What follows belongs to an exercise in optimizing a design on an open flow for a short achievable clock period and few clock cycles; a production flow would make more cautious choices. Where RTL was checked, it was by simulation tests only, not by an equivalence proof against the original. No functional check of the RTL was part of run 1. Power figures rest on the tool's default switching activity, not on a simulated workload.

--- design/flow/design.v ---
`timescale 1ns / 1ps
module Register (
         input  wire        clk,
         input  wire        reset,
         input  wire        wen,
         input  wire [4: 0] read_register_1,
         input  wire [4: 0] read_register_2,
         input  wire [4: 0] write_register,
         input  wire [31: 0] din,
         output wire [31: 0] dout1,
         output wire [31: 0] dout2
       );
reg [31: 0] registers [31: 1];
assign dout1 = (read_register_1 == 5'b0) ? 32'h0 : registers[read_register_1];
assign dout2 = (read_register_2 == 5'b0) ? 32'h0 : registers[read_register_2];
integer i;
always @(posedge clk)
  if (reset)
    begin
      for (i = 1; i < 32; i = i + 1)
        registers[i] <= 32'h00000000;
      registers[29] <= 32'h00002000;
    end
  else if (wen && (write_register != 5'b00000))
    registers[write_register] <= din;
endmodule
`timescale  1ns / 1ps
module CPU (
         clk,
         reset,
         imem_addr,
         imem_data,
         dmem_addr,
         dmem_wdata,
         dmem_wen,
         dmem_rdata
       );
input wire clk, reset;
output [8: 0] imem_addr;
input [31: 0] imem_data;
output [31: 0] dmem_addr;
output [31: 0] dmem_wdata;
output dmem_wen;
input [31: 0] dmem_rdata;
reg [31: 0] pc;
reg [31: 0] ras;        
reg [31: 0] jlast;      
reg         d_v;
reg [31: 0] d_ins, d_pc4, d_pnpc;
reg         d_pt;
reg         e_we, e_load, e_store, e_br, e_jr, e_jalr, e_pt;
reg [4: 0]  e_rd, e_sh;
reg [31: 0] e_a, e_b, e_sd, e_jt, e_pnpc, e_alt;
reg         e_fa, e_fb, e_fsa, e_fsl;
reg         e_add, e_sub, e_and, e_or, e_xor, e_nor, e_slt, e_sltu, e_sll, e_srl, e_sra;
reg         e_beq, e_bne, e_blez, e_bgtz, e_bltz, e_bgez;
reg         m_we, m_load, m_store;
reg [4: 0]  m_rd;
reg [31: 0] m_res, m_sd;
reg         w_we;
reg [4: 0]  w_rd;
reg [31: 0] w_d;
wire stall, d_exc, ex_redir;
wire [31: 0] ex_tgt;
wire [31: 0] pc4 = {pc[31], pc[30: 0] + 31'd4};
assign imem_addr = pc[10: 2];
wire [31: 0] fi = imem_data;
wire [5: 0] f_op = fi[31: 26];
wire [5: 0] f_fn = fi[5: 0];
wire f_j = (f_op[5: 1] == 5'b00001);
wire f_jal = (f_op == 6'h03);
wire f_jr = (f_op == 6'h00) && (f_fn == 6'h08);
wire f_jalr = (f_op == 6'h00) && (f_fn == 6'h09);
wire f_bt = ((f_op == 6'h01) || (f_op[5: 2] == 4'b0001)) && fi[15];
wire [18: 0] f_lo = {1'b0, pc4[17: 0]} + {1'b0, fi[15: 0], 2'b00};
wire [13: 0] pc4_hi_m1 = pc4[31: 18] - 14'd1;
wire [31: 0] f_btgt = {f_lo[18] ? pc4[31: 18] : pc4_hi_m1, f_lo[17: 0]};
wire [31: 0] f_jtgt = {pc4[31: 28], fi[25: 0], 2'b00};
wire [31: 0] f_pred =
       f_j ? f_jtgt :
       f_bt ? f_btgt :
       f_jr ? ras :
       f_jalr ? jlast :
       pc4;
always @(posedge clk)
  if (reset)
    pc <= 32'h80000000;
  else if (ex_redir)
    pc <= ex_tgt;
  else if (d_exc)
    pc <= 32'h80000008;
  else if (!stall)
    pc <= f_pred;
always @(posedge clk)
  if (reset)
    ras <= 32'h0;
  else if (!ex_redir && !d_exc && !stall && (f_jal || f_jalr))
    ras <= pc4;
always @(posedge clk)
  if (reset)
    d_v <= 1'b0;
  else if (ex_redir || d_exc)
    d_v <= 1'b0;
  else if (!stall)
    d_v <= 1'b1;
always @(posedge clk)
  if (reset)
    begin
      d_ins <= 32'h0;
      d_pc4 <= 32'h0;
      d_pnpc <= 32'h0;
      d_pt <= 1'b0;
    end
  else if (!stall)
    begin
      d_ins <= fi;
      d_pc4 <= pc4;
      d_pnpc <= f_pred;
      d_pt <= f_bt;
    end
wire [5: 0] op = d_ins[31: 26];
wire [5: 0] fn = d_ins[5: 0];
wire [4: 0] rs = d_ins[25: 21];
wire [4: 0] rt = d_ins[20: 16];
wire [4: 0] rd = d_ins[15: 11];
wire [15: 0] imm = d_ins[15: 0];
wire r = (op == 6'h00);
wire r_sll = r && fn == 6'h00;
wire r_srl = r && fn == 6'h02;
wire r_sra = r && fn == 6'h03;
wire r_jr = r && fn == 6'h08;
wire r_jalr = r && fn == 6'h09;
wire r_add = r && (fn == 6'h20 || fn == 6'h21);
wire r_sub = r && (fn == 6'h22 || fn == 6'h23);
wire r_and = r && fn == 6'h24;
wire r_or = r && fn == 6'h25;
wire r_xor = r && fn == 6'h26;
wire r_nor = r && fn == 6'h27;
wire r_slt = r && fn == 6'h2A;
wire r_sltu = r && fn == 6'h2B;
wire r_shift = r_sll | r_srl | r_sra;
wire r_alu = r_add | r_sub | r_and | r_or | r_xor | r_nor | r_slt | r_sltu;
wire i_bz = (op == 6'h01);
wire i_jal = (op == 6'h03);
wire i_beq = (op == 6'h04);
wire i_bne = (op == 6'h05);
wire i_blez = (op == 6'h06);
wire i_bgtz = (op == 6'h07);
wire i_addi = (op == 6'h08) || (op == 6'h09);
wire i_slti = (op == 6'h0A);
wire i_sltiu = (op == 6'h0B);
wire i_andi = (op == 6'h0C);
wire i_ori = (op == 6'h0D);
wire i_xori = (op == 6'h0E);
wire i_lui = (op == 6'h0F);
wire i_lw = (op == 6'h23);
wire i_sw = (op == 6'h2B);
wire i_alu = i_addi | i_slti | i_sltiu | i_andi | i_ori | i_xori;
wire i_br = i_bz | i_beq | i_bne | i_blez | i_bgtz;
wire defined = r_shift | r_alu | r_jr | r_jalr | (op[5: 4] == 2'b00 && op[3: 0] != 4'h0) | i_lw | i_sw;
wire kernel = d_pc4[31];
assign d_exc = d_v && !kernel && !defined;
wire ok = d_v && (kernel || defined);
wire link = i_jal | r_jalr;
wire [4: 0] dest = d_exc ? 5'd26 : link ? 5'd31 : r ? rd : rt;
wire writes = d_exc || (ok && (r_shift | r_alu | link | i_alu | i_lui | i_lw));
wire d_we = writes && (dest != 5'd0);
wire use_rs = ok && (r_alu | r_jr | r_jalr | i_br | i_alu | i_lw | i_sw) && (rs != 5'd0);
wire use_rt = ok && (r_alu | r_shift | i_beq | i_bne) && (rt != 5'd0);
wire use_sd = ok && i_sw && (rt != 5'd0);
wire [31: 0] rf_rs, rf_rt;
Register regs(
           .clk(clk),
           .reset(reset),
           .wen(w_we),
           .read_register_1(rs),
           .read_register_2(rt),
           .write_register(w_rd),
           .din(w_d),
           .dout1(rf_rs),
           .dout2(rf_rt)
         );
wire [31: 0] m_wd = m_load ? dmem_rdata : m_res;
wire [31: 0] rs_val =
       (m_we && m_rd == rs) ? m_wd :
       (w_we && w_rd == rs) ? w_d :
       rf_rs;
wire [31: 0] rt_val =
       (m_we && m_rd == rt) ? m_wd :
       (w_we && w_rd == rt) ? w_d :
       rf_rt;
assign stall = e_load && ((use_rs && e_rd == rs) || (use_rt && e_rd == rt)) && !ex_redir;
wire [31: 0] sext = {{16{imm[15]}}, imm};
wire [31: 0] zext = {16'h0, imm};
wire [31: 0] btgt = d_pc4 + {sext[29: 0], 2'b00};
wire [31: 0] epc = d_pc4 - 32'd4;
wire [31: 0] a_next =
       d_exc ? epc :
       link ? d_pc4 :
       i_lui ? 32'h0 :
       rs_val;
wire [31: 0] b_next =
       (d_exc || link) ? 32'h0 :
       i_lui ? {imm, 16'h0} :
       (i_andi | i_ori | i_xori) ? zext :
       (i_addi | i_slti | i_sltiu | i_lw | i_sw) ? sext :
       rt_val;
wire d_br = ok && i_br && (imm != 16'h0);
wire bubble = reset || ex_redir || stall;
always @(posedge clk)
  if (bubble)
    begin
      e_we <= 1'b0;
      e_load <= 1'b0;
      e_store <= 1'b0;
      e_br <= 1'b0;
      e_jr <= 1'b0;
      e_jalr <= 1'b0;
    end
  else
    begin
      e_we <= d_we;
      e_load <= ok && i_lw;
      e_store <= ok && i_sw;
      e_br <= d_br;
      e_jr <= ok && (r_jr | r_jalr);
      e_jalr <= ok && r_jalr;
    end
always @(posedge clk)
  if (reset)
    begin
      e_pt <= 1'b0;
      e_rd <= 5'h0;
      e_sh <= 5'h0;
      e_a <= 32'h0;
      e_b <= 32'h0;
      e_sd <= 32'h0;
      e_jt <= 32'h0;
      e_pnpc <= 32'h0;
      e_alt <= 32'h0;
      e_fa <= 1'b0;
      e_fb <= 1'b0;
      e_fsa <= 1'b0;
      e_fsl <= 1'b0;
      e_add <= 1'b0;
      e_sub <= 1'b0;
      e_and <= 1'b0;
      e_or <= 1'b0;
      e_xor <= 1'b0;
      e_nor <= 1'b0;
      e_slt <= 1'b0;
      e_sltu <= 1'b0;
      e_sll <= 1'b0;
      e_srl <= 1'b0;
      e_sra <= 1'b0;
      e_beq <= 1'b0;
      e_bne <= 1'b0;
      e_blez <= 1'b0;
      e_bgtz <= 1'b0;
      e_bltz <= 1'b0;
      e_bgez <= 1'b0;
    end
  else
    begin
      e_pt <= d_pt;
      e_rd <= dest;
      e_sh <= d_ins[10: 6];
      e_a <= a_next;
      e_b <= b_next;
      e_sd <= rt_val;
      e_jt <= rs_val;
      e_pnpc <= d_pnpc;
      e_alt <= d_pt ? d_pc4 : btgt;
      e_fa <= use_rs && e_we && e_rd == rs;
      e_fb <= use_rt && e_we && e_rd == rt;
      e_fsa <= use_sd && e_we && !e_load && e_rd == rt;
      e_fsl <= use_sd && e_load && e_rd == rt;
      e_add <= !d_exc && (r_add | i_addi | i_lw | i_sw | i_lui | link) || d_exc;
      e_sub <= !d_exc && r_sub;
      e_and <= !d_exc && (r_and | i_andi);
      e_or <= !d_exc && (r_or | i_ori);
      e_xor <= !d_exc && (r_xor | i_xori);
      e_nor <= !d_exc && r_nor;
      e_slt <= !d_exc && (r_slt | i_slti);
      e_sltu <= !d_exc && (r_sltu | i_sltiu);
      e_sll <= !d_exc && r_sll;
      e_srl <= !d_exc && r_srl;
      e_sra <= !d_exc && r_sra;
      e_beq <= i_beq;
      e_bne <= i_bne;
      e_blez <= i_blez;
      e_bgtz <= i_bgtz;
      e_bltz <= i_bz && rt == 5'd0;
      e_bgez <= i_bz && rt == 5'd1;
    end
wire [31: 0] ea = e_fa ? m_res : e_a;
wire [31: 0] eb = e_fb ? m_res : e_b;
wire [31: 0] sum = ea + eb;
wire [32: 0] dif = {1'b0, ea} - {1'b0, eb};
wire lt = (ea[31] ^ eb[31]) ? ea[31] : dif[31];
wire ltu = dif[32];
wire [31: 0] shl = eb << e_sh;
wire [31: 0] shr = eb >> e_sh;
wire [31: 0] sha = $signed(eb) >>> e_sh;
wire [31: 0] result =
       ({32{e_add}} & sum) |
       ({32{e_sub}} & dif[31: 0]) |
       ({32{e_and}} & (ea & eb)) |
       ({32{e_or}} & (ea | eb)) |
       ({32{e_xor}} & (ea ^ eb)) |
       ({32{e_nor}} & ~(ea | eb)) |
       {31'h0, (e_slt & lt) | (e_sltu & ltu)} |
       ({32{e_sll}} & shl) |
       ({32{e_srl}} & shr) |
       ({32{e_sra}} & sha);
wire eq = (ea == eb);
wire az = (ea == 32'h0);
wire taken =
     (e_beq & eq) |
     (e_bne & ~eq) |
     (e_blez & (ea[31] | az)) |
     (e_bgtz & ~ea[31] & ~az) |
     (e_bltz & ea[31]) |
     (e_bgez & ~ea[31]);
wire br_redir = e_br && (taken != e_pt);
wire jr_redir = e_jr && (e_jt != e_pnpc);
assign ex_redir = br_redir || jr_redir;
assign ex_tgt = e_jr ? e_jt : e_alt;
always @(posedge clk)
  if (reset)
    jlast <= 32'h0;
  else if (e_jalr)
    jlast <= e_jt;
wire [31: 0] sd = e_fsa ? m_res : e_fsl ? dmem_rdata : e_sd;
always @(posedge clk)
  if (reset)
    begin
      m_we <= 1'b0;
      m_load <= 1'b0;
      m_store <= 1'b0;
      m_rd <= 5'h0;
      m_res <= 32'h0;
      m_sd <= 32'h0;
    end
  else
    begin
      m_we <= e_we;
      m_load <= e_load;
      m_store <= e_store;
      m_rd <= e_rd;
      m_res <= result;
      m_sd <= sd;
    end
assign dmem_addr = m_res;
assign dmem_wdata = m_sd;
assign dmem_wen = m_store;
always @(posedge clk)
  if (reset)
    begin
      w_we <= 1'b0;
      w_rd <= 5'h0;
      w_d <= 32'h0;
    end
  else
    begin
      w_we <= m_we;
      w_rd <= m_rd;
      w_d <= m_wd;
    end
endmodule
--- design/flow/run.sh ---
#!/bin/bash
# synth_recipe.tcl (not shown) runs the flow's synth.tcl, then flattens the netlist and writes it again
# the make line also repeats each setting of config.mk as NAME=value (left out here)
make -C /OpenROAD-flow-scripts/flow DESIGN_CONFIG=/design/flow/config.mk WORK_HOME=/design/flow/orfs CLKGATE_MAP_FILE= SYNTH_SCRIPT=/design/flow/synth_recipe.tcl finish
--- design/flow/config.mk ---
export PLATFORM = sky130hd
export DESIGN_NAME = CPU
export DESIGN_NICKNAME = CPU
export VERILOG_FILES = /design/flow/design.v
export SDC_FILE = /design/flow/constraint.sdc
export NUM_CORES = 4
export LEC_CHECK = 0
export CAP_MARGIN = 20
export CORE_MARGIN = 2
export CORE_UTILIZATION = 40
export SETUP_SLACK_MARGIN = 3.5
export SLEW_MARGIN = 20
--- design/flow/constraint.sdc ---
create_clock -name core_clock -period 7.0 [get_ports {clk}]
set_input_delay 1.4000 -clock core_clock [delete_from_list [all_inputs] [get_ports {clk}]]
set_output_delay 1.4000 -clock core_clock [all_outputs]
set_load 0.01 [all_outputs]
==> impl_metrics.tcl, run 1 <==
set metrics [dict create \
    crit_type "flip-flop to flip-flop" \
    largest_register_ffs 1024 \
    cellPowerDensity_nw_per_um2 228 \
    finalClockSkew_ps 66.0 \
    synth_area_per_cell_um2 11.8 \
    r2r_cells 22 \
    final_cell_mix "and2_1 (1047), edfxtp_1 (1024), mux4_2 (670)" \
    drive_gt1_share_pct 27.6 \
    worst_setup_hold_path_clk_slew_ps 60 \
    end_kind "flip-flop" \
    rsz0062_at_grt "true" \
    drtIter0Drc 9513 \
    cts_root_buffer "clkbuf_16" \
    mostFrequentLayoutCell "and2_1" \
    hold_path_end "e_pnpc[4]" \
    grt_overflow 0 \
    firstDrtPassIters 9 \
    fin_nets 7849 \
    h-tree-depth 4 \
    dpl.hpwl_mm 224 \
    largest_register "regs.registers" \
    holdCritPathClass "flip-flop to flip-flop" \
    r2r-start "e_fb" \
    gp_congestion 1.00 \
    start_kind "flip-flop" \
    worstReg2RegEnd "m_res[31]" \
    ys_types 90 \
    start_util_pct 40.3 \
    vias_per_cell 6.37 \
    holdPathStages 1 \
    grt_util_all_layers_pct 31.0 \
    clk_latency_ps 850 \
    antenna_found_initial 20 \
    clock-sinks 1568 \
    wl_per_cell_um 33.7 \
    finalSetupTns_ps 0 \
    hold_violations 0 \
    setup_viol 0 \
    core_um2 220000 \
    fmax_ghz 0.214 \
    vias 68400 \
    rows 172 \
    grt_max_degree 160 \
    post-route-period-util_pct 66.6 \
    r2r_slack_ps 2330 \
    cp.arrival_ps 5290 \
    postCtsHoldBufs 0 \
    drc 0 \
    post-route-min-period_ps 4670 \
    critPathMaxFanout 5 \
    synth_cells 7501 \
    cts_tree "done" \
    maxCapViolations 0 \
    p_total_mw 24.4 \
    area_growth_pct 21.0 \
    wl_mm 362 \
    synth_edf_count 1024 \
    drtAntennaViolNets 0 \
    maxSlewViolCount 0 \
    crit_required_ps 7630 \
    slew-limit-headroom_pct 16.5 \
    worst_pin_slew_ps 1220 \
    worstHoldStart "d_pnpc[4]" \
    die_height_um 475 \
    status "complete, no violations" \
    p_leak_nw 38.8 \
    ys.flop_type "edfxtp_1" \
    clockBufferDepth 3 \
    ys_ff_latch 1568 \
    syn_area_um2 88600 \
    cts_made_buffers 170 \
    yosys_warnings 2 \
    dieArea_um2 225000 \
    grt_pass1_vias 66200 \
    fillers 19300 \
    io-pin-count 140 \
    vdd_ir_drop_max_mv 0.243 \
    yosysSeqAreaShare_pct 47.0 \
    grt_pass1_wl_mm 498 \
    ys_async_sr_fraction_pct 0 \
    dieWidth_um 475 \
    port_buffers 139 \
]
[worst max-delay path, cell delays in order, from the launching register on]
cell,delay [ps]
dfxtp_4,390
buf_12,130
buf_16,140
mux2i_4,270
buf_4,150
buf_6,110
ha_4,150
nand2b_1,100
a221oi_4,370
o221ai_4,190
a31oi_4,300
o22a_1,270
a21o_1,200
a221o_1,230
a21oi_2,70
nor2_1,140
nor2_2,60
fa_2,510
o21ai_1,50
a21oi_1,140
nand3_1,120
a221oi_2,240
o221ai_1,150
[layer usage]
metal | up-vias | GRT usage [%] | wire length [um]
li1 | 28300 | - | -
met1 | 34800 | 38.8 | 133000
met2 | 4358 | 48.0 | 163000
met3 | 967 | 8.26 | 38900
met4 | 2 | 18.9 | 26500
met5 | - | 0 | 11
[layout make-up]
type	count	area, um2	area share (%)
multi-input combinational	5152	47900	44.7
clock buffer	222	4680	4.36
antenna	5	12.5	0.0117
sequential	1568	41800	39.0
inverter	123	479	0.447
timing repair buffer	619	7620	7.11
clock inverter	90	986	0.920
tap	2958	3700	3.45
[power by group]
group | switching (mW) | leakage (nW) | internal [mW]
logic | 2.63 | 21.0 | 1.83
clock network | 3.99 | 2.76 | 5.28
registers | 0.436 | 15.0 | 10.2
total | 7.06 | 38.8 | 17.3
[worst max path at each step]
stage	start	endpoint	slack (ps)
6_report	e_fb	m_res[31]	2330
3_3_place_gp	e_fb	d_ins[0]	1410
4_1_cts	e_fa	m_res[31]	2460
3_5_place_dp	e_fb	m_res[31]	1280
2_1_floorplan	e_fa	ras[27]	2530
5_1_grt	e_fb	m_res[31]	2230
[cell usage after synthesis (13+ instances only)]
| cell type | count | area share, % |
|---|---|---|
| or4_1 | 19 | 0.16 |
| a221oi_1 | 96 | 0.95 |
| a22oi_1 | 48 | 0.41 |
| nand2b_1 | 24 | 0.17 |
| dfxtp_1 | 544 | 12 |
| nand4_1 | 27 | 0.19 |
| o221ai_1 | 13 | 0.13 |
| a311oi_1 | 13 | 0.13 |
| and2_1 | 1049 | 7.4 |
| ha_1 | 144 | 2.0 |
| nand3_1 | 58 | 0.33 |
| nor2b_1 | 81 | 0.57 |
| edfxtp_1 | 1024 | 35 |
| clkbuf_1 | 555 | 2.4 |
| a21o_1 | 57 | 0.48 |
| buf_2 | 19 | 0.11 |
| o21ai_0 | 224 | 1.3 |
| nor2_1 | 599 | 2.5 |
| nand2_1 | 358 | 1.5 |
| o31ai_1 | 13 | 0.11 |
| o211ai_1 | 32 | 0.27 |
| nor4_1 | 44 | 0.31 |
| a211oi_2 | 13 | 0.18 |
| xnor2_1 | 64 | 0.63 |
| inv_1 | 118 | 0.50 |
| a31oi_1 | 42 | 0.30 |
| xor2_1 | 79 | 0.78 |
| a211oi_1 | 80 | 0.68 |
| nor3_1 | 116 | 0.66 |
| a21oi_1 | 421 | 2.4 |
| mux2_2 | 121 | 1.5 |
| and3_1 | 30 | 0.21 |
| a22o_1 | 15 | 0.15 |
| or3_1 | 31 | 0.22 |
| o22ai_1 | 18 | 0.13 |
| mux4_2 | 670 | 17 |
| o21bai_1 | 21 | 0.18 |
| buf_1 | 107 | 0.45 |
| mux2i_1 | 313 | 3.5 |
[kinds of logic after synthesis]
family          count (synthesis)  share of synthesized area, %
buf+inv                       819                          3.57
mux                          1104                          22.1
simple gates                 2483                          14.7
compound gates               1233                          9.03
flops                        1568                          47.0
xor+xnor                      144                          1.43
other cells                     1                       0.00423
fa+ha+maj                     149                          2.15
[timing repair]
action                                 4_1_cts  5_1_grt
setup endpoints to repair                  415      323
pin swaps                                   61      162
endpoints found under the hold margin        0        0
gates cloned                                32       30
buffers inserted                           110      110
gates resized for setup                    428      408
[stage by stage]
step	cell area, um2	std cells	utilization, %	hold WS, ps	worst slack, ps
after floorplan	89100	7532	-	414	2530
after global placement	93600	10100	42.6	442	1410
after detailed placement	93800	10100	42.7	446	1280
after CTS	103000	10600	47.1	449	2460
after global routing	107000	10700	48.7	471	2230
final	107000	10700	48.7	444	2330
==> run 2: changes to the inputs <==
--- a/design/flow/design.v
+++ b/design/flow/design.v
@@ -25,6 +25,36 @@
     registers[write_register] <= din;
 endmodule
 `timescale  1ns / 1ps
+module PrefixAdder #(parameter W = 32, parameter L = 5) (
+         input  wire [W - 1: 0] a,
+         input  wire [W - 1: 0] b,
+         input  wire            cin,
+         output wire [W - 1: 0] s,
+         output wire            cout
+       );
+wire [W - 1: 0] p0 = a ^ b;
+wire [W - 1: 0] g0 = (a & b) | {{(W - 1){1'b0}}, p0[0] & cin};
+wire [W * (L + 1) - 1: 0] gs, ps;
+assign gs[W - 1: 0] = g0;
+assign ps[W - 1: 0] = p0;
+genvar l;
+generate
+  for (l = 0; l < L; l = l + 1)
+    begin : lvl
+      localparam D = 1 << l;
+      wire [W - 1: 0] gi = gs[W * l + W - 1: W * l];
+      wire [W - 1: 0] pi = ps[W * l + W - 1: W * l];
+      wire [W - 1: 0] gsh = {gi[W - 1 - D: 0], {D{1'b0}}};
+      wire [W - 1: 0] psh = {pi[W - 1 - D: 0], {D{1'b1}}};
+      assign gs[W * (l + 1) + W - 1: W * (l + 1)] = gi | (pi & gsh);
+      assign ps[W * (l + 1) + W - 1: W * (l + 1)] = pi & psh;
+    end
+endgenerate
+wire [W: 0] c = {gs[W * L + W - 1: W * L], cin};
+assign s = p0 ^ c[W - 1: 0];
+assign cout = c[W];
+endmodule
+`timescale  1ns / 1ps
 module CPU (
          clk,
          reset,
@@ -51,7 +81,7 @@
 reg         e_we, e_load, e_store, e_br, e_jr, e_jalr, e_pt;
 reg [4: 0]  e_rd, e_sh;
 reg [31: 0] e_a, e_b, e_sd, e_jt, e_pnpc, e_alt;
-reg         e_fa, e_fb, e_fsa, e_fsl;
+reg         e_fa, e_fb, e_fs;
 reg         e_add, e_sub, e_and, e_or, e_xor, e_nor, e_slt, e_sltu, e_sll, e_srl, e_sra;
 reg         e_beq, e_bne, e_blez, e_bgtz, e_bltz, e_bgez;
 reg         m_we, m_load, m_store;
@@ -72,7 +102,8 @@
 wire f_jr = (f_op == 6'h00) && (f_fn == 6'h08);
 wire f_jalr = (f_op == 6'h00) && (f_fn == 6'h09);
 wire f_bt = ((f_op == 6'h01) || (f_op[5: 2] == 4'b0001)) && fi[15];
-wire [18: 0] f_lo = {1'b0, pc4[17: 0]} + {1'b0, fi[15: 0], 2'b00};
+wire [18: 0] f_lo;
+PrefixAdder #(18, 5) fadd_u(.a(pc4[17: 0]), .b({fi[15: 0], 2'b00}), .cin(1'b0), .s(f_lo[17: 0]), .cout(f_lo[18]));
 wire [13: 0] pc4_hi_m1 = pc4[31: 18] - 14'd1;
 wire [31: 0] f_btgt = {f_lo[18] ? pc4[31: 18] : pc4_hi_m1, f_lo[17: 0]};
 wire [31: 0] f_jtgt = {pc4[31: 28], fi[25: 0], 2'b00};
@@ -94,7 +125,7 @@
 always @(posedge clk)
   if (reset)
     ras <= 32'h0;
-  else if (!ex_redir && !d_exc && !stall && (f_jal || f_jalr))
+  else if (f_jal || f_jalr)
     ras <= pc4;
 always @(posedge clk)
   if (reset)
@@ -189,10 +220,11 @@
        (m_we && m_rd == rt) ? m_wd :
        (w_we && w_rd == rt) ? w_d :
        rf_rt;
-assign stall = e_load && ((use_rs && e_rd == rs) || (use_rt && e_rd == rt)) && !ex_redir;
+assign stall = e_load && ok && (r_jr | r_jalr) && e_rd == rs;
 wire [31: 0] sext = {{16{imm[15]}}, imm};
 wire [31: 0] zext = {16'h0, imm};
-wire [31: 0] btgt = d_pc4 + {sext[29: 0], 2'b00};
+wire [31: 0] btgt;
+PrefixAdder #(32, 5) badd_u(.a(d_pc4), .b({sext[29: 0], 2'b00}), .cin(1'b0), .s(btgt), .cout());
 wire [31: 0] epc = d_pc4 - 32'd4;
 wire [31: 0] a_next =
        d_exc ? epc :
@@ -240,8 +272,7 @@
       e_alt <= 32'h0;
       e_fa <= 1'b0;
       e_fb <= 1'b0;
-      e_fsa <= 1'b0;
-      e_fsl <= 1'b0;
+      e_fs <= 1'b0;
       e_add <= 1'b0;
       e_sub <= 1'b0;
       e_and <= 1'b0;
@@ -273,8 +304,7 @@
       e_alt <= d_pt ? d_pc4 : btgt;
       e_fa <= use_rs && e_we && e_rd == rs;
       e_fb <= use_rt && e_we && e_rd == rt;
-      e_fsa <= use_sd && e_we && !e_load && e_rd == rt;
-      e_fsl <= use_sd && e_load && e_rd == rt;
+      e_fs <= use_sd && e_we && e_rd == rt;
       e_add <= !d_exc && (r_add | i_addi | i_lw | i_sw | i_lui | link) || d_exc;
       e_sub <= !d_exc && r_sub;
       e_and <= !d_exc && (r_and | i_andi);
@@ -293,18 +323,21 @@
       e_bltz <= i_bz && rt == 5'd0;
       e_bgez <= i_bz && rt == 5'd1;
     end
-wire [31: 0] ea = e_fa ? m_res : e_a;
-wire [31: 0] eb = e_fb ? m_res : e_b;
-wire [31: 0] sum = ea + eb;
-wire [32: 0] dif = {1'b0, ea} - {1'b0, eb};
+wire [31: 0] ea = e_fa ? m_wd : e_a;
+wire [31: 0] eb = e_fb ? m_wd : e_b;
+wire [31: 0] sum, dif;
+wire dif_c;
+PrefixAdder #(32, 5) add_u(.a(ea), .b(eb), .cin(1'b0), .s(sum), .cout());
+PrefixAdder #(32, 5) sub_u(.a(ea), .b(~eb), .cin(1'b1), .s(dif), .cout(dif_c));
 wire lt = (ea[31] ^ eb[31]) ? ea[31] : dif[31];
-wire ltu = dif[32];
+wire ltu = ~dif_c;
 wire [31: 0] shl = eb << e_sh;
 wire [31: 0] shr = eb >> e_sh;
-wire [31: 0] sha = $signed(eb) >>> e_sh;
+wire [63: 0] sha64 = {{32{eb[31]}}, eb} >> e_sh;
+wire [31: 0] sha = sha64[31: 0];
 wire [31: 0] result =
        ({32{e_add}} & sum) |
-       ({32{e_sub}} & dif[31: 0]) |
+       ({32{e_sub}} & dif) |
        ({32{e_and}} & (ea & eb)) |
        ({32{e_or}} & (ea | eb)) |
        ({32{e_xor}} & (ea ^ eb)) |
@@ -313,8 +346,11 @@
        ({32{e_sll}} & shl) |
        ({32{e_srl}} & shr) |
        ({32{e_sra}} & sha);
-wire eq = (ea == eb);
-wire az = (ea == 32'h0);
+wire eq_nn = (e_a == e_b);
+wire eq_fn = (m_wd == e_b);
+wire eq_nf = (e_a == m_wd);
+wire eq = e_fa ? (e_fb ? 1'b1 : eq_fn) : (e_fb ? eq_nf : eq_nn);
+wire az = e_fa ? (m_wd == 32'h0) : (e_a == 32'h0);
 wire taken =
      (e_beq & eq) |
      (e_bne & ~eq) |
@@ -331,7 +367,7 @@
     jlast <= 32'h0;
   else if (e_jalr)
     jlast <= e_jt;
-wire [31: 0] sd = e_fsa ? m_res : e_fsl ? dmem_rdata : e_sd;
+wire [31: 0] sd = e_fs ? m_wd : e_sd;
 always @(posedge clk)
   if (reset)
     begin
==> run 2 against run 1 <==
Effect of this change: still clean on timing, DRC and antenna; maximum frequency down 1.1%; clock power up 0.4%; utilization down 0.54 points; critical path depth down 3; synthesized cell count down 0.11%; global-route usage up 0.92 points; total power up 0.14%; sequential power about the same; non-clock buffer count up 55; area after synthesis up 0.46%; register-to-register slack worse by 40 ps; sequential share of layout area up 0.10 points; critical path type is now primary input to flip-flop.
==> impl_metrics.tcl, run 2 <==
set metrics [dict create \
    holdCritPathClass "flip-flop to flip-flop" \
    grt_pass1_vias 66600 \
    h-tree-depth 4 \
    p_leak_nw 38.2 \
    drive_gt1_share_pct 28.0 \
    grt_overflow 0 \
    r2r_cells 18 \
    final_cell_mix "and2_1 (1039), edfxtp_1 (1024), mux4_2 (690)" \
    wl_per_cell_um 34.4 \
    crit_type "primary input to flip-flop" \
    maxCapViolations 0 \
    firstDrtPassIters 8 \
    seqCellArea_um2 41800 \
    final_cells 10800 \
    synth_top_area_share_pct 34.5 \
    fillers 19600 \
    synth_top_cells_by_area "edfxtp_1 (35%), mux4_2 (17%), dfxtp_1 (12%), and2_1 (7.3%), clkbuf_1 (2.4%)" \
    clk_latency_ps 850 \
    port_buffers 139 \
    mostFrequentLayoutCell "and2_1" \
    clock-sinks 1567 \
    synth_area_per_cell_um2 11.9 \
    dieArea_um2 226000 \
    ys.flop_type "edfxtp_1" \
    drtIter0Drc 9001 \
    multiInputGateArea_um2 48200 \
    crit_path_start "dmem_rdata[15]" \
    p_total_mw 24.4 \
    io-pin-count 140 \
    wl_mm 372 \
    antenna_found_initial 16 \
    synth_cells 7493 \
    ys_ff_latch 1567 \
    finalSetupTns_ps 0 \
    ys_async_sr_fraction_pct 0 \
    finalClockSkew_ps 48.9 \
    holdPathStages 2 \
    clockBufferDepth 3 \
    slew-limit-headroom_pct 16.8 \
    vias_per_cell 6.39 \
    fmax_ghz 0.212 \
    rsz0062_at_grt "true" \
    netlist_top_cells_count "and2_1 (1040), edfxtp_1 (1024), mux4_2 (690)" \
    dpl.hpwl_mm 239 \
    area_growth_pct 20.0 \
    slowest_delay_ps 470 \
    hold_violations 0 \
    worst_setup_hold_path_clk_slew_ps 70 \
    fin_nets 7891 \
    crit_required_ps 7700 \
    drc 0 \
    worstHoldStart "d_pnpc[16]" \
    cp.arrival_ps 5420 \
    worst_pin_slew_ps 1240 \
    cpMaxStageDelayCell "fa_2" \
    r2r_slack_ps 2290 \
    vdd_ir_drop_max_mv 0.269 \
    start_util_pct 40.2 \
    post-route-period-util_pct 67.4 \
    path_cells "dlygate4sd2_1 -> mux2i_4 -> a21o_1 -> buf_4 -> ha_1 -> nor3_4 -> nand2_1 -> a31oi_1 -> o21bai_1 -> a21oi_2 -> a311oi_4 -> o211ai_1 -> a31oi_1 -> o21bai_1 -> fa_2 -> a222oi_1 -> o211ai_1 -> a221oi_2 -> nor2_1" \
    worstReg2RegEnd "m_res[31]" \
    grt_util_all_layers_pct 31.9 \
    critPathMaxFanout 3 \
    post-route-min-period_ps 4720 \
    syn_area_um2 89000 \
    largest_register_ffs 1024 \
    setup_viol 0 \
    cts_tree "done" \
    grt_max_degree 121 \
    grt_pass1_wl_mm 512 \
    r2r-start "m_load" \
    vias 69000 \
    dieWidth_um 476 \
    yosys_warnings 2 \
    cellPowerDensity_nw_per_um2 229 \
    largest_register "regs.registers" \
    status "complete, no violations" \
    end_kind "flip-flop" \
    ys_types 89 \
    cts_root_buffer "clkbuf_16" \
    yosysMostFrequentCell "and2_1" \
    start_kind "primary input" \
    hold_path_end "d_pnpc[16]" \
    postCtsHoldBufs 0 \
    dpl.cell_count 10200 \
    rows 173 \
    cts_made_buffers 170 \
    gp_congestion 1.04 \
    drtAntennaViolNets 0 \
    synth_edf_count 1024 \
    core_um2 222000 \
    yosysSeqAreaShare_pct 46.8 \
    die_height_um 476 \
    yosys.area.top_type "edfxtp_1" \
    maxSlewViolCount 0 \
]
## run 2: cell count changes in the layout (fill, tap and decap cells not counted), sizes merged, moves of 21 or more
cell	previous run	this run
a211oi	93	170
a21o	57	115
a21oi	422	329
buf	456	532
inv	121	166
mux2i	313	210
nand4	27	48
nor2	601	573
o21ai	226	174
xnor2	65	118
## run 2: per-layer routing
| layer | vias up | wire length [um] | GRT usage, % |
|---|---|---|---|
| met4 | 4 | 21300 | 15.7 |
| li1 | 28500 | - | - |
| met5 | - | 26 | 0 |
| met3 | 892 | 39900 | 7.36 |
| met2 | 4408 | 170000 | 50.2 |
| met1 | 35200 | 141000 | 41.6 |
## run 2: logic make-up (layout without fill, tap and decap cells)
family                   count (synthesis)  count (layout)  synth area share, %
AO/OA/AOI/OAI                         1251            1251                 9.49
AND/OR/NAND/NOR                       2451            2456                 14.5
multiplexers                          1014            1014                 21.4
flip-flops                            1567            1567                 46.8
buffers and inverters                  863            1155                 3.77
other                                    1              40              0.00421
adder cells (fa/ha/maj)                149             149                 2.14
XOR/XNOR                               197             197                 1.94
## run 2: area by class of cell
type | instances | share of cell area [%]
Antenna cell | 8 | 0.0187
Clock buffer | 220 | 4.32
Clock inverter | 97 | 0.993
Inverter | 164 | 0.596
Multi-Input combinational cell | 5099 | 45.1
Sequential cell | 1567 | 39.1
Tap cell | 2975 | 3.49
Timing Repair Buffer | 674 | 6.34
## run 2: per-stage QoR
| stage | cell area [um2] | hold slack, ps | util [%] | setup WS [ps] |
|---|---|---|---|---|
| after detailed placement | 95000 | 442 | 42.8 | 643 |
| after global placement | 94900 | 439 | 42.8 | 648 |
| after CTS | 105000 | 450 | 47.4 | 2310 |
| after global routing | 107000 | 468 | 48.2 | 2220 |
| final | 107000 | 448 | 48.2 | 2280 |
| after floorplan | 89900 | 414 | - | 2010 |
## run 2: power breakdown
part	switching [mW]	total (mW)	leakage, nW	internal (mW)
logic	2.65	4.53	20.4	1.88
clock network	4.05	9.31	2.76	5.25
registers	0.398	10.6	15.0	10.2
total	7.10	24.4	38.2	17.3
## run 2: repair_timing
action	in CTS	in global routing
pin swaps	118	119
gates resized for setup	532	190
setup endpoints to repair	491	381
buffers inserted	192	71
gates cloned	9	12
## run 2: worst max path at each step
| stage | to | slack (ps) | cells after the start |
|---|---|---|---|
| after floorplan | m_res[31] | 2010 | 19 |
| after global placement | m_res[31] | 650 | 19 |
| after detailed placement | m_res[31] | 640 | 17 |
| after CTS | m_res[31] | 2310 | 18 |
| after global routing | m_res[31] | 2220 | 22 |
| final | m_res[31] | 2280 | 19 |
## run 2: critical path, delay by kind of cell
kind | cells | cell delay (ps)
compound gates | 11 | 2240
buf+inv | 2 | 390
simple gates | 3 | 350
mux | 1 | 290
fa+ha+maj | 2 | 730
Testbench counts of run 2, summed over its fixed seeds: cycles 64,628.
==> run 3: changes to the inputs <==
--- a/design/flow/design.v
+++ b/design/flow/design.v
@@ -25,34 +25,54 @@
     registers[write_register] <= din;
 endmodule
 `timescale  1ns / 1ps
-module PrefixAdder #(parameter W = 32, parameter L = 5) (
+module PrefixAdder #(parameter W = 32, parameter L = 6) (
          input  wire [W - 1: 0] a,
          input  wire [W - 1: 0] b,
          input  wire            cin,
          output wire [W - 1: 0] s,
          output wire            cout
        );
-wire [W - 1: 0] p0 = a ^ b;
-wire [W - 1: 0] g0 = (a & b) | {{(W - 1){1'b0}}, p0[0] & cin};
-wire [W * (L + 1) - 1: 0] gs, ps;
-assign gs[W - 1: 0] = g0;
-assign ps[W - 1: 0] = p0;
+localparam N = W + 1;
+wire [N - 1: 0] xa = {a, cin};
+wire [N - 1: 0] xb = {b, cin};
+wire [N - 1: 0] g = xa & xb;
+wire [N - 1: 0] t = xa | xb;
+wire [N - 1: 0] p = xa ^ xb;
+wire [N * (L + 1) - 1: 0] hs, is;
+assign hs[N - 1: 0] = g;
+assign is[N - 1: 0] = {t[N - 2: 0], 1'b0};
 genvar l;
 generate
   for (l = 0; l < L; l = l + 1)
     begin : lvl
       localparam D = 1 << l;
-      wire [W - 1: 0] gi = gs[W * l + W - 1: W * l];
-      wire [W - 1: 0] pi = ps[W * l + W - 1: W * l];
-      wire [W - 1: 0] gsh = {gi[W - 1 - D: 0], {D{1'b0}}};
-      wire [W - 1: 0] psh = {pi[W - 1 - D: 0], {D{1'b1}}};
-      assign gs[W * (l + 1) + W - 1: W * (l + 1)] = gi | (pi & gsh);
-      assign ps[W * (l + 1) + W - 1: W * (l + 1)] = pi & psh;
+      wire [N - 1: 0] hi = hs[N * l + N - 1: N * l];
+      wire [N - 1: 0] ii = is[N * l + N - 1: N * l];
+      wire [N - 1: 0] hsh;
+      wire [N - 1: 0] ish;
+      if (D < N)
+        begin : sh
+          assign hsh = {hi[N - 1 - D: 0], {D{1'b0}}};
+          assign ish = {ii[N - 1 - D: 0], {D{1'b1}}};
+        end
+      else
+        begin : nsh
+          assign hsh = {N{1'b0}};
+          assign ish = {N{1'b1}};
+        end
+      assign hs[N * (l + 1) + N - 1: N * (l + 1)] = hi | (ii & hsh);
+      assign is[N * (l + 1) + N - 1: N * (l + 1)] = ii & ish;
     end
 endgenerate
-wire [W: 0] c = {gs[W * L + W - 1: W * L], cin};
-assign s = p0 ^ c[W - 1: 0];
-assign cout = c[W];
+wire [N - 1: 0] h = hs[N * L + N - 1: N * L];
+genvar k;
+generate
+  for (k = 1; k < N; k = k + 1)
+    begin : sum
+      assign s[k - 1] = h[k - 1] ? (p[k] ^ t[k - 1]) : p[k];
+    end
+endgenerate
+assign cout = t[N - 1] & h[N - 1];
 endmodule
 `timescale  1ns / 1ps
 module CPU (
@@ -76,20 +96,20 @@
 reg [31: 0] ras;        
 reg [31: 0] jlast;      
 reg         d_v;
-reg [31: 0] d_ins, d_pc4, d_pnpc;
+reg [31: 0] d_ins, d_pc4, d_pnpc, d_rsv, d_rtv;
 reg         d_pt;
 reg         e_we, e_load, e_store, e_br, e_jr, e_jalr, e_pt;
 reg [4: 0]  e_rd, e_sh;
 reg [31: 0] e_a, e_b, e_sd, e_jt, e_pnpc, e_alt;
-reg         e_fa, e_fb, e_fs;
+reg         e_fa, e_fb, e_fs, e_fal, e_fam, e_fbl, e_fbm;
 reg         e_add, e_sub, e_and, e_or, e_xor, e_nor, e_slt, e_sltu, e_sll, e_srl, e_sra;
 reg         e_beq, e_bne, e_blez, e_bgtz, e_bltz, e_bgez;
 reg         m_we, m_load, m_store;
 reg [4: 0]  m_rd;
 reg [31: 0] m_res, m_sd;
-reg         w_we;
-reg [4: 0]  w_rd;
-reg [31: 0] w_d;
+reg         w_we, w2_we;
+reg [4: 0]  w_rd, w2_rd;
+reg [31: 0] w_d, w2_d;
 wire stall, d_exc, ex_redir;
 wire [31: 0] ex_tgt;
 wire [31: 0] pc4 = {pc[31], pc[30: 0] + 31'd4};
@@ -135,14 +155,18 @@
   else if (!stall)
     d_v <= 1'b1;
 always @(posedge clk)
-  if (reset)
+  if (stall)
     begin
-      d_ins <= 32'h0;
-      d_pc4 <= 32'h0;
-      d_pnpc <= 32'h0;
-      d_pt <= 1'b0;
+      d_rsv <= rs_val;
+      d_rtv <= rt_val;
     end
-  else if (!stall)
+  else
+    begin
+      d_rsv <= rf_rs;
+      d_rtv <= rf_rt;
+    end
+always @(posedge clk)
+  if (!stall)
     begin
       d_ins <= fi;
       d_pc4 <= pc4;
@@ -204,27 +228,35 @@
            .clk(clk),
            .reset(reset),
            .wen(w_we),
-           .read_register_1(rs),
-           .read_register_2(rt),
+           .read_register_1(fi[25: 21]),
+           .read_register_2(fi[20: 16]),
            .write_register(w_rd),
            .din(w_d),
            .dout1(rf_rs),
            .dout2(rf_rt)
          );
 wire [31: 0] m_wd = m_load ? dmem_rdata : m_res;
+wire rs_m = m_we && m_rd == rs;
+wire rs_w = w_we && w_rd == rs;
+wire rs_w2 = w2_we && w2_rd == rs;
+wire rt_m = m_we && m_rd == rt;
+wire rt_w = w_we && w_rd == rt;
+wire rt_w2 = w2_we && w2_rd == rt;
 wire [31: 0] rs_val =
-       (m_we && m_rd == rs) ? m_wd :
-       (w_we && w_rd == rs) ? w_d :
-       rf_rs;
+       rs_m ? m_wd :
+       rs_w ? w_d :
+       rs_w2 ? w2_d :
+       d_rsv;
 wire [31: 0] rt_val =
-       (m_we && m_rd == rt) ? m_wd :
-       (w_we && w_rd == rt) ? w_d :
-       rf_rt;
+       rt_m ? m_wd :
+       rt_w ? w_d :
+       rt_w2 ? w2_d :
+       d_rtv;
 assign stall = e_load && ok && (r_jr | r_jalr) && e_rd == rs;
 wire [31: 0] sext = {{16{imm[15]}}, imm};
 wire [31: 0] zext = {16'h0, imm};
 wire [31: 0] btgt;
-PrefixAdder #(32, 5) badd_u(.a(d_pc4), .b({sext[29: 0], 2'b00}), .cin(1'b0), .s(btgt), .cout());
+PrefixAdder #(32, 6) badd_u(.a(d_pc4), .b({sext[29: 0], 2'b00}), .cin(1'b0), .s(btgt), .cout());
 wire [31: 0] epc = d_pc4 - 32'd4;
 wire [31: 0] a_next =
        d_exc ? epc :
@@ -263,15 +295,12 @@
     begin
       e_pt <= 1'b0;
       e_rd <= 5'h0;
-      e_sh <= 5'h0;
-      e_a <= 32'h0;
-      e_b <= 32'h0;
-      e_sd <= 32'h0;
-      e_jt <= 32'h0;
-      e_pnpc <= 32'h0;
-      e_alt <= 32'h0;
       e_fa <= 1'b0;
       e_fb <= 1'b0;
+      e_fal <= 1'b0;
+      e_fam <= 1'b0;
+      e_fbl <= 1'b0;
+      e_fbm <= 1'b0;
       e_fs <= 1'b0;
       e_add <= 1'b0;
       e_sub <= 1'b0;
@@ -295,15 +324,12 @@
     begin
       e_pt <= d_pt;
       e_rd <= dest;
-      e_sh <= d_ins[10: 6];
-      e_a <= a_next;
-      e_b <= b_next;
-      e_sd <= rt_val;
-      e_jt <= rs_val;
-      e_pnpc <= d_pnpc;
-      e_alt <= d_pt ? d_pc4 : btgt;
       e_fa <= use_rs && e_we && e_rd == rs;
       e_fb <= use_rt && e_we && e_rd == rt;
+      e_fal <= use_rs && e_we && e_load && e_rd == rs;
+      e_fam <= use_rs && e_we && !e_load && e_rd == rs;
+      e_fbl <= use_rt && e_we && e_load && e_rd == rt;
+      e_fbm <= use_rt && e_we && !e_load && e_rd == rt;
       e_fs <= use_sd && e_we && e_rd == rt;
       e_add <= !d_exc && (r_add | i_addi | i_lw | i_sw | i_lui | link) || d_exc;
       e_sub <= !d_exc && r_sub;
@@ -323,29 +349,41 @@
       e_bltz <= i_bz && rt == 5'd0;
       e_bgez <= i_bz && rt == 5'd1;
     end
-wire [31: 0] ea = e_fa ? m_wd : e_a;
-wire [31: 0] eb = e_fb ? m_wd : e_b;
+always @(posedge clk)
+  begin
+    e_sh <= d_ins[10: 6];
+    e_a <= a_next;
+    e_b <= b_next;
+    e_sd <= rt_val;
+    e_jt <= rs_val;
+    e_pnpc <= d_pnpc;
+    e_alt <= d_pt ? d_pc4 : btgt;
+  end
+wire [31: 0] ea = ({32{e_fal}} & dmem_rdata) | ({32{e_fam}} & m_res) | ({32{~e_fa}} & e_a);
+wire [31: 0] eb = ({32{e_fbl}} & dmem_rdata) | ({32{e_fbm}} & m_res) | ({32{~e_fb}} & e_b);
 wire [31: 0] sum, dif;
 wire dif_c;
-PrefixAdder #(32, 5) add_u(.a(ea), .b(eb), .cin(1'b0), .s(sum), .cout());
-PrefixAdder #(32, 5) sub_u(.a(ea), .b(~eb), .cin(1'b1), .s(dif), .cout(dif_c));
+PrefixAdder #(32, 6) add_u(.a(ea), .b(eb), .cin(1'b0), .s(sum), .cout());
+PrefixAdder #(32, 6) sub_u(.a(ea), .b(~eb), .cin(1'b1), .s(dif), .cout(dif_c));
 wire lt = (ea[31] ^ eb[31]) ? ea[31] : dif[31];
 wire ltu = ~dif_c;
 wire [31: 0] shl = eb << e_sh;
 wire [31: 0] shr = eb >> e_sh;
 wire [63: 0] sha64 = {{32{eb[31]}}, eb} >> e_sh;
 wire [31: 0] sha = sha64[31: 0];
-wire [31: 0] result =
-       ({32{e_add}} & sum) |
-       ({32{e_sub}} & dif) |
+wire [31: 0] other =
        ({32{e_and}} & (ea & eb)) |
        ({32{e_or}} & (ea | eb)) |
        ({32{e_xor}} & (ea ^ eb)) |
        ({32{e_nor}} & ~(ea | eb)) |
-       {31'h0, (e_slt & lt) | (e_sltu & ltu)} |
        ({32{e_sll}} & shl) |
        ({32{e_srl}} & shr) |
        ({32{e_sra}} & sha);
+wire slt_bit = (e_slt & lt) | (e_sltu & ltu);
+wire [31: 0] result =
+       ({32{e_add}} & sum) |
+       ({32{e_sub}} & dif) |
+       {other[31: 1], other[0] | slt_bit};
 wire eq_nn = (e_a == e_b);
 wire eq_fn = (m_wd == e_b);
 wire eq_nf = (e_a == m_wd);
@@ -375,8 +413,6 @@
       m_load <= 1'b0;
       m_store <= 1'b0;
       m_rd <= 5'h0;
-      m_res <= 32'h0;
-      m_sd <= 32'h0;
     end
   else
     begin
@@ -384,9 +420,12 @@
       m_load <= e_load;
       m_store <= e_store;
       m_rd <= e_rd;
-      m_res <= result;
-      m_sd <= sd;
     end
+always @(posedge clk)
+  begin
+    m_res <= result;
+    m_sd <= sd;
+  end
 assign dmem_addr = m_res;
 assign dmem_wdata = m_sd;
 assign dmem_wen = m_store;
@@ -395,12 +434,26 @@
     begin
       w_we <= 1'b0;
       w_rd <= 5'h0;
-      w_d <= 32'h0;
     end
   else
     begin
       w_we <= m_we;
       w_rd <= m_rd;
-      w_d <= m_wd;
+    end
+always @(posedge clk)
+  begin
+    w_d <= m_wd;
+    w2_d <= w_d;
+  end
+always @(posedge clk)
+  if (reset)
+    begin
+      w2_we <= 1'b0;
+      w2_rd <= 5'h0;
+    end
+  else
+    begin
+      w2_we <= w_we;
+      w2_rd <= w_rd;
     end
 endmodule
--- a/design/flow/config.mk
+++ b/design/flow/config.mk
@@ -7,6 +7,6 @@
 export LEC_CHECK = 0
 export CAP_MARGIN = 20
 export CORE_MARGIN = 2
-export CORE_UTILIZATION = 40
-export SETUP_SLACK_MARGIN = 3.5
+export CORE_UTILIZATION = 55
+export SETUP_SLACK_MARGIN = 4.5
 export SLEW_MARGIN = 20
==> run 3 against run 2 <==
Effect of this change: still clean; first-iteration DRC count increased by 43%; total power increased by 15%; via count up 14%; die area down 23%; sequential cell count rose by 96; clock skew is 27 ps higher; area after synthesis up 5.7%; critical path type unchanged; critical endpoint is now pc[8].
==> impl_metrics.tcl, run 3 <==
set metrics [dict create \
    fin_hold_ws_ps 341 \
    final_cell_mix "edfxtp_1 (1121), and2_1 (998), mux4_2 (658)" \
    synth_edf_count 1121 \
    worst_setup_hold_path_clk_slew_ps 70 \
    core_um2 170000 \
    grt_max_degree 75 \
    netlist_top_cells_count "edfxtp_1 (1121), and2_1 (1008), mux4_2 (658)" \
    cts_made_buffers 177 \
    die_height_um 417 \
    rows 151 \
    dpl.hpwl_mm 230 \
    start_kind "primary input" \
    fin_nets 9233 \
    holdCritPathClass "flip-flop to flip-flop" \
    port_buffers 139 \
    slowest_delay_ps 520 \
    fmax_ghz 0.258 \
    vdd_ir_drop_max_mv 0.314 \
    p_int_mw 19.3 \
    vias_per_cell 7.01 \
    gp_congestion 1.00 \
    seqPwrFrac_pct 41.4 \
    start_util_pct 55.4 \
    path_cells "buf_4 -> mux2i_4 -> buf_6 -> inv_4 -> a21o_1 -> a222oi_1 -> o221ai_2 -> nor4_4 -> a221oi_2 -> or4_4 -> a31o_4 -> buf_12 -> buf_16 -> or4_4 -> o31ai_4" \
    largest_register "regs.registers" \
    h-tree-depth 4 \
    wl_per_cell_um 37.3 \
    crit_type "primary input to flip-flop" \
    firstDrtPassIters 8 \
    synth_top_area_share_pct 35.8 \
    switchingPower_mw 8.82 \
    crit_required_ps 7780 \
    hold_violations 0 \
    p_clk_share_pct 34.3 \
    yosysMostFrequentCell "edfxtp_1" \
    clock-sinks 1663 \
    wl_mm 419 \
    synth_area_per_cell_um2 11.8 \
    rsz0062_at_grt "true" \
    yosysSeqAreaShare_pct 47.3 \
    drc 0 \
    cts_root_buffer "clkbuf_16" \
    largest_register_ffs 1024 \
    post-route-period-util_pct 55.4 \
    end_kind "flip-flop" \
    io-pin-count 140 \
    slew-limit-headroom_pct 19.6 \
    dieWidth_um 417 \
    synth_cells 7978 \
    cp.arrival_ps 4660 \
    worst_pin_slew_ps 1200 \
    cts_tree "done" \
    yosys.area.top_type "edfxtp_1" \
    vias 78800 \
    cp_num_buf_inv 5 \
    syn_area_um2 94000 \
    maxCapViolations 0 \
    cpMaxStageDelayCell "a222oi_1" \
    ys_ff_latch 1663 \
    status "complete, no violations" \
    yosys_warnings 2 \
    grt_pass1_vias 75100 \
    post-route-util_pct 73.0 \
    postCtsHoldBufs 0 \
    synth_top_cells_by_area "edfxtp_1 (36%), mux4_2 (16%), dfxtp_1 (12%), and2_1 (6.7%), ha_1 (4.1%)" \
    crit_family "compound AO/OA/AOI/OAI gates" \
    setup_viol 0 \
    p_comb_share_pct 24.4 \
    ys_async_sr_fraction_pct 0 \
    ys_types 84 \
    dieArea_um2 174000 \
    clockBufferDepth 3 \
    maxSlewViolCount 0 \
    grt_util_all_layers_pct 45.6 \
    finalClockSkew_ps 75.7 \
    drtAntennaViolNets 0 \
    post-route-min-period_ps 3880 \
    p_leak_nw 47.6 \
    finalSetupTns_ps 0 \
    antenna_found_initial 27 \
    mostFrequentLayoutCell "edfxtp_1" \
    critPathMaxFanout 5 \
    drtIter0Drc 12900 \
    crit_top_cell "or4_4" \
    grt_overflow 0 \
    swShare_pct 31.3 \
    cellPowerDensity_nw_per_um2 227 \
    area_growth_pct 31.8 \
    clk_latency_ps 880 \
    ys.flop_type "edfxtp_1" \
    grt_pass1_wl_mm 561 \
    drive_gt1_share_pct 38.8 \
]
## run 3: cell families after synthesis
family / synth area share, %
and+or+nand+nor: 14.7
DFF: 47.3
AOI/OAI and AO/OA: 8.13
muxes: 19.7
buffers and inverters: 3.83
adders and majority gates: 4.11
xor gates and xnor gates: 2.17
other: 0.00399
## run 3: path summary, 6_finish.rpt
check                      start          to  slack [ps]  cells after the start
hold / removal        d_pnpc[10]  e_pnpc[10]         340                      0
hold reg to reg       d_pnpc[10]  e_pnpc[10]         340                      0
setup / recovery  dmem_rdata[14]       pc[8]        3120                     15
setup reg to reg          m_load       pc[8]        3130                     15
## run 3: power by group through the flow
stage / logic (mW) / registers, mW / clock network [mW]
global placement: 4.81 / 11.8 / 0
floorplan: 3.23 / 11.5 / 0
CTS: 6.10 / 11.6 / 9.58
finish: 6.85 / 11.6 / 9.64
global route: 7.04 / 11.7 / 10.0
detailed placement: 4.82 / 11.8 / 0
## run 3: metrics by stage
step	worst slack (ps)	total power [mW]	area, um2	cells
2_1_floorplan	2780	14.7	97300	8009
3_3_place_gp	1300	16.6	99000	9887
3_5_place_dp	1170	16.6	99000	9888
4_1_cts	3200	27.3	119000	11000
5_1_grt	3100	28.7	124000	11200
6_report	3120	28.1	124000	11200
## run 3: final cells by class
class,count,area [um2]
multi-input cells,5448,53300
fillers,10800,45800
flip-flops and latches,1663,44700
repair buffers,1258,15800
clock buffers,244,4970
well taps,2218,2780
inverters,299,1270
clock inverters,80,890
repair inverters,11,199
diodes,17,42.5
## run 3: layer usage
metal	vias up	GRT usage [%]	wire length [um]
li1	31200	-	-
met1	38900	57.0	141000
met2	6707	70.0	184000
met3	1959	12.9	56100
met4	20	29.2	37300
met5	-	0	158
## run 3: worst reg2reg max path, stage by stage (launching register included)
cell and delay, ps:
dfxtp_4 440, buf_12 170, buf_4 170, mux2i_4 320, inv_1 200, xnor2_1 160, nand4_1 170, nor3_1 100
o2111a_1 250, a32o_1 260, or4_4 540, a31o_4 290, buf_12 140, buf_16 130, or4_4 430, o31ai_4 70
## run 3: repair_timing
item,CTS,global route
setup endpoints to repair,2009,1572
gates resized for setup,1878,553
buffers inserted,599,243
pin swaps,339,268
gates cloned,144,23
Testbench counts of run 3, summed over its fixed seeds: cycles 64,628.
==> run 4: changes to the inputs <==
--- a/design/flow/design.v
+++ b/design/flow/design.v
@@ -252,7 +252,8 @@
        rt_w ? w_d :
        rt_w2 ? w2_d :
        d_rtv;
-assign stall = e_load && ok && (r_jr | r_jalr) && e_rd == rs;
+assign stall = e_load && ok && (((r_jr | r_jalr | i_br) && use_rs && e_rd == rs) ||
+                                (i_br && use_rt && e_rd == rt));
 wire [31: 0] sext = {{16{imm[15]}}, imm};
 wire [31: 0] zext = {16'h0, imm};
 wire [31: 0] btgt;
@@ -385,17 +386,18 @@
        ({32{e_sub}} & dif) |
        {other[31: 1], other[0] | slt_bit};
 wire eq_nn = (e_a == e_b);
-wire eq_fn = (m_wd == e_b);
-wire eq_nf = (e_a == m_wd);
+wire eq_fn = (m_res == e_b);
+wire eq_nf = (e_a == m_res);
 wire eq = e_fa ? (e_fb ? 1'b1 : eq_fn) : (e_fb ? eq_nf : eq_nn);
-wire az = e_fa ? (m_wd == 32'h0) : (e_a == 32'h0);
+wire az = e_fa ? (m_res == 32'h0) : (e_a == 32'h0);
+wire an = e_fa ? m_res[31] : e_a[31];
 wire taken =
      (e_beq & eq) |
      (e_bne & ~eq) |
-     (e_blez & (ea[31] | az)) |
-     (e_bgtz & ~ea[31] & ~az) |
-     (e_bltz & ea[31]) |
-     (e_bgez & ~ea[31]);
+     (e_blez & (an | az)) |
+     (e_bgtz & ~an & ~az) |
+     (e_bltz & an) |
+     (e_bgez & ~an);
 wire br_redir = e_br && (taken != e_pt);
 wire jr_redir = e_jr && (e_jt != e_pnpc);
 assign ex_redir = br_redir || jr_redir;
==> run 4 against run 3 <==
Effect of this change: still clean on timing, DRC and antenna; synthesized cell count down 2.3%; via count down 3.5%; non-clock buffer count shrank 66; area after synthesis is essentially flat; largest power group unchanged; highest routed layer unchanged.
==> impl_metrics.tcl, run 4 <==
set metrics [dict create \
    largest_register_ffs 1024 \
    setup_viol 0 \
    cp.arrival_ps 4490 \
    yosys.area.top_type "edfxtp_1" \
    synth_cells 7796 \
    r2r-start "e_a[7]" \
    worst_setup_hold_path_clk_slew_ps 60 \
    synth_area_per_cell_um2 12.1 \
    cts_made_buffers 179 \
    io-pin-count 140 \
    start_util_pct 55.5 \
    grt_pass1_vias 73700 \
    r2r_slack_ps 3240 \
    fin_hold_ws_ps 339 \
    grt_pass1_wl_mm 541 \
    yosys_warnings 2 \
    synth_top_area_share_pct 35.8 \
    post-route-min-period_ps 3760 \
    finalSetupTns_ps 0 \
    synth_edf_count 1121 \
    grt_util_all_layers_pct 43.8 \
    mostFrequentLayoutCell "edfxtp_1" \
    start_kind "flip-flop" \
    antenna_found_initial 33 \
    finalClockSkew_ps 41.6 \
    hold_violations 0 \
    slowest_delay_ps 540 \
    vias_per_cell 6.93 \
    r2r_cells 13 \
    crit_family "simple AND/OR/NAND/NOR gates" \
    dpl.hpwl_mm 221 \
    grt_overflow 0 \
    dieArea_um2 174000 \
    path_cells "nor2b_1 -> a221o_1 -> inv_1 -> ha_1 -> nor2_4 -> nand3_1 -> o21ai_2 -> nand3_2 -> a311oi_4 -> and4b_1 -> or4_4 -> o32ai_2 -> o21ai_1" \
    area_growth_pct 30.0 \
    ys_async_sr_fraction_pct 0 \
    yosysMostFrequentCell "edfxtp_1" \
    drtAntennaViolNets 0 \
    port_buffers 139 \
    syn_area_um2 94000 \
    post-route-period-util_pct 53.8 \
    dieWidth_um 417 \
    largest_register "regs.registers" \
    p_leak_nw 46.6 \
    ys.flop_type "edfxtp_1" \
    h-tree-depth 4 \
    critPathMaxFanout 5 \
    yosysSeqAreaShare_pct 47.4 \
    vdd_ir_drop_max_mv 0.289 \
    status "complete, no violations" \
    crit_type "flip-flop to flip-flop" \
    gp_congestion 1.05 \
    maxCapViolations 0 \
    worstReg2RegEnd "m_res[30]" \
    netlist_top_cells_count "edfxtp_1 (1121), and2_1 (1005), mux4_2 (654)" \
    cpMaxStageDelayCell "or4_4" \
    wl_per_cell_um 36.1 \
    die_height_um 417 \
    synth_top_cells_by_area "edfxtp_1 (36%), mux4_2 (16%), dfxtp_1 (12%), and2_1 (6.7%), ha_1 (4.1%)" \
    drive_gt1_share_pct 39.9 \
    drtIter0Drc 11000 \
    cts_tree "done" \
    final_cell_mix "edfxtp_1 (1121), and2_1 (1001), mux4_2 (654)" \
    holdPathStages 0 \
    cts_root_buffer "clkbuf_16" \
    clock-sinks 1663 \
    end_kind "flip-flop" \
    hold_path_end "e_pnpc[30]" \
    postCtsHoldBufs 0 \
    drc 0 \
    core_um2 169000 \
    cp_num_buf_inv 1 \
    cellPowerDensity_nw_per_um2 229 \
    fmax_ghz 0.266 \
    ys_ff_latch 1663 \
    crit_required_ps 7720 \
    ys_types 86 \
    worstHoldStart "d_pnpc[30]" \
    wl_mm 397 \
    rows 151 \
    maxSlewViolCount 0 \
    rsz0062_at_grt "true" \
    firstDrtPassIters 9 \
    grt_max_degree 62 \
    slew-limit-headroom_pct 17.6 \
    holdCritPathClass "flip-flop to flip-flop" \
    vias 76100 \
    clockBufferDepth 3 \
    worst_pin_slew_ps 1230 \
    clk_latency_ps 870 \
    fin_nets 8976 \
]
-- run 4: changes by cell type after synthesis, sizes merged, moves of 21 or more --
cell and delta:
a21oi +21, a221o +30, inv -47, mux2 +40, mux2i +51, nand2 -146, nand2b -38, nand3 -21
nor2 -79, nor2b +47, o21ai -58, or3 +59, xor2 +25
-- run 4: cells by family after synthesis --
group | share of synthesized area, %
and+or+nand+nor | 14.2
DFF | 47.4
AOI/OAI and AO/OA | 7.71
muxes | 20.6
buffers and inverters | 3.72
adders and majority gates | 4.11
xor gates and xnor gates | 2.26
other | 0.00399
-- run 4: per-stage QoR --
stage          util (%)  area [um2]  std cells  power (mW)  setup slack (ps)
3_3_place_gp       58.1       98500       9681        16.6              1460
4_1_cts            69.7      118000      10800        27.2              3410
2_1_floorplan         -       96900       7827        14.7              2890
6_report           72.1      122000      11000        28.0              3240
5_1_grt            72.1      122000      11000        28.6              3200
3_5_place_dp       58.1       98500       9681        16.6              1440
-- run 4: worst max-delay path by stage --
stage                        start   endpoint  slack [ps]  depth (start not counted)
finish                      e_a[7]  m_res[30]        3240                         13
global route                  e_fb  m_res[30]        3200                         15
CTS                  dmem_rdata[0]  m_res[30]        3410                         13
detailed placement   dmem_rdata[1]  m_res[31]        1440                         14
global placement     dmem_rdata[1]  m_res[31]        1460                         14
floorplan           dmem_rdata[16]  m_res[30]        2890                         13
-- run 4: timing repair --
| action | in CTS | in global routing |
|---|---|---|
| gates cloned | 106 | 15 |
| resized for setup | 1790 | 526 |
| pin swaps | 350 | 197 |
| setup buffers | 669 | 167 |
| endpoints found under the setup margin | 2552 | 1295 |
-- run 4: metal layers --
| layer | vias up | wire, um | global-route usage, % |
|---|---|---|---|
| met5 | - | 232 | 0 |
| met4 | 32 | 34900 | 29.7 |
| met3 | 1699 | 48800 | 11.5 |
| met2 | 5849 | 177000 | 67.6 |
| met1 | 37900 | 136000 | 54.4 |
| li1 | 30600 | - | - |
-- run 4: cell type report --
| cell class | instances | area [um2] |
|---|---|---|
| Antenna cell | 12 | 30.0 |
| Clock buffer | 246 | 4940 |
| Clock inverter | 87 | 871 |
| Fill cell | 11200 | 47300 |
| Inverter | 252 | 1010 |
| Multi-Input combinational cell | 5305 | 53100 |
| Sequential cell | 1663 | 44800 |
| Tap cell | 2218 | 2780 |
| Timing Repair Buffer | 1192 | 14500 |
| Timing Repair inverter | 8 | 144 |
-- run 4: power by group --
group,switching (mW),internal (mW)
sequential,0.672,11.1
combinational,3.72,2.93
clock,4.23,5.38
total,8.62,19.4
-- run 4: worst reg2reg max path, stage by stage (launching register included) --
cell      delay (ps)
dfxtp_1          490
nor2b_1          390
a221o_1          260
inv_1            100
ha_1             270
nor2_4           200
nand3_1          170
o21ai_2          300
nand3_2          160
a311oi_4         300
and4b_1          240
or4_4            540
o32ai_2          110
o21ai_1          100
Testbench counts of run 4, summed over its fixed seeds: cycles 64,629.

## afterwards: timing with drivers on the ports
How much do the figures lean on ideal ports? The routed layouts below were timed once more, with nothing changed but the port constraints.
Step 1 (the two cells are an assumption about what drives the block):
set clk [get_ports {clk}]
set_driving_cell -lib_cell sky130_fd_sc_hd__clkbuf_16 $clk
set_driving_cell -lib_cell sky130_fd_sc_hd__buf_2 [delete_from_list [all_inputs] $clk]
Step 2 also shifts input and output timing later by t, the mid clock arrival at the registers, as if the neighbouring blocks saw the same clock.
Three values: ideal, step 1, step 2; two values: the first two.
| run | shift t [ns] | slack for setup (ns) | worst register clock-pin slew, ns |
|---|---|---|---|
| run 1 | 0.903 | 2.335 / 2.335 / 1.802 | 0.07 / 0.07 |
| run 2 | 0.916 | 2.281 / 2.294 / 1.426 | 0.07 / 0.07 |
| run 3 | 0.943 | 3.122 / 3.125 / 2.245 | 0.08 / 0.08 |
| run 4 | 0.939 | 3.236 / 3.236 / 2.367 | 0.07 / 0.07 |
After both steps every run listed still meets setup and hold. For run 3, which loses most, drivers alone change the setup slack by +0.003 ns; drivers and shift together by -0.877 ns.
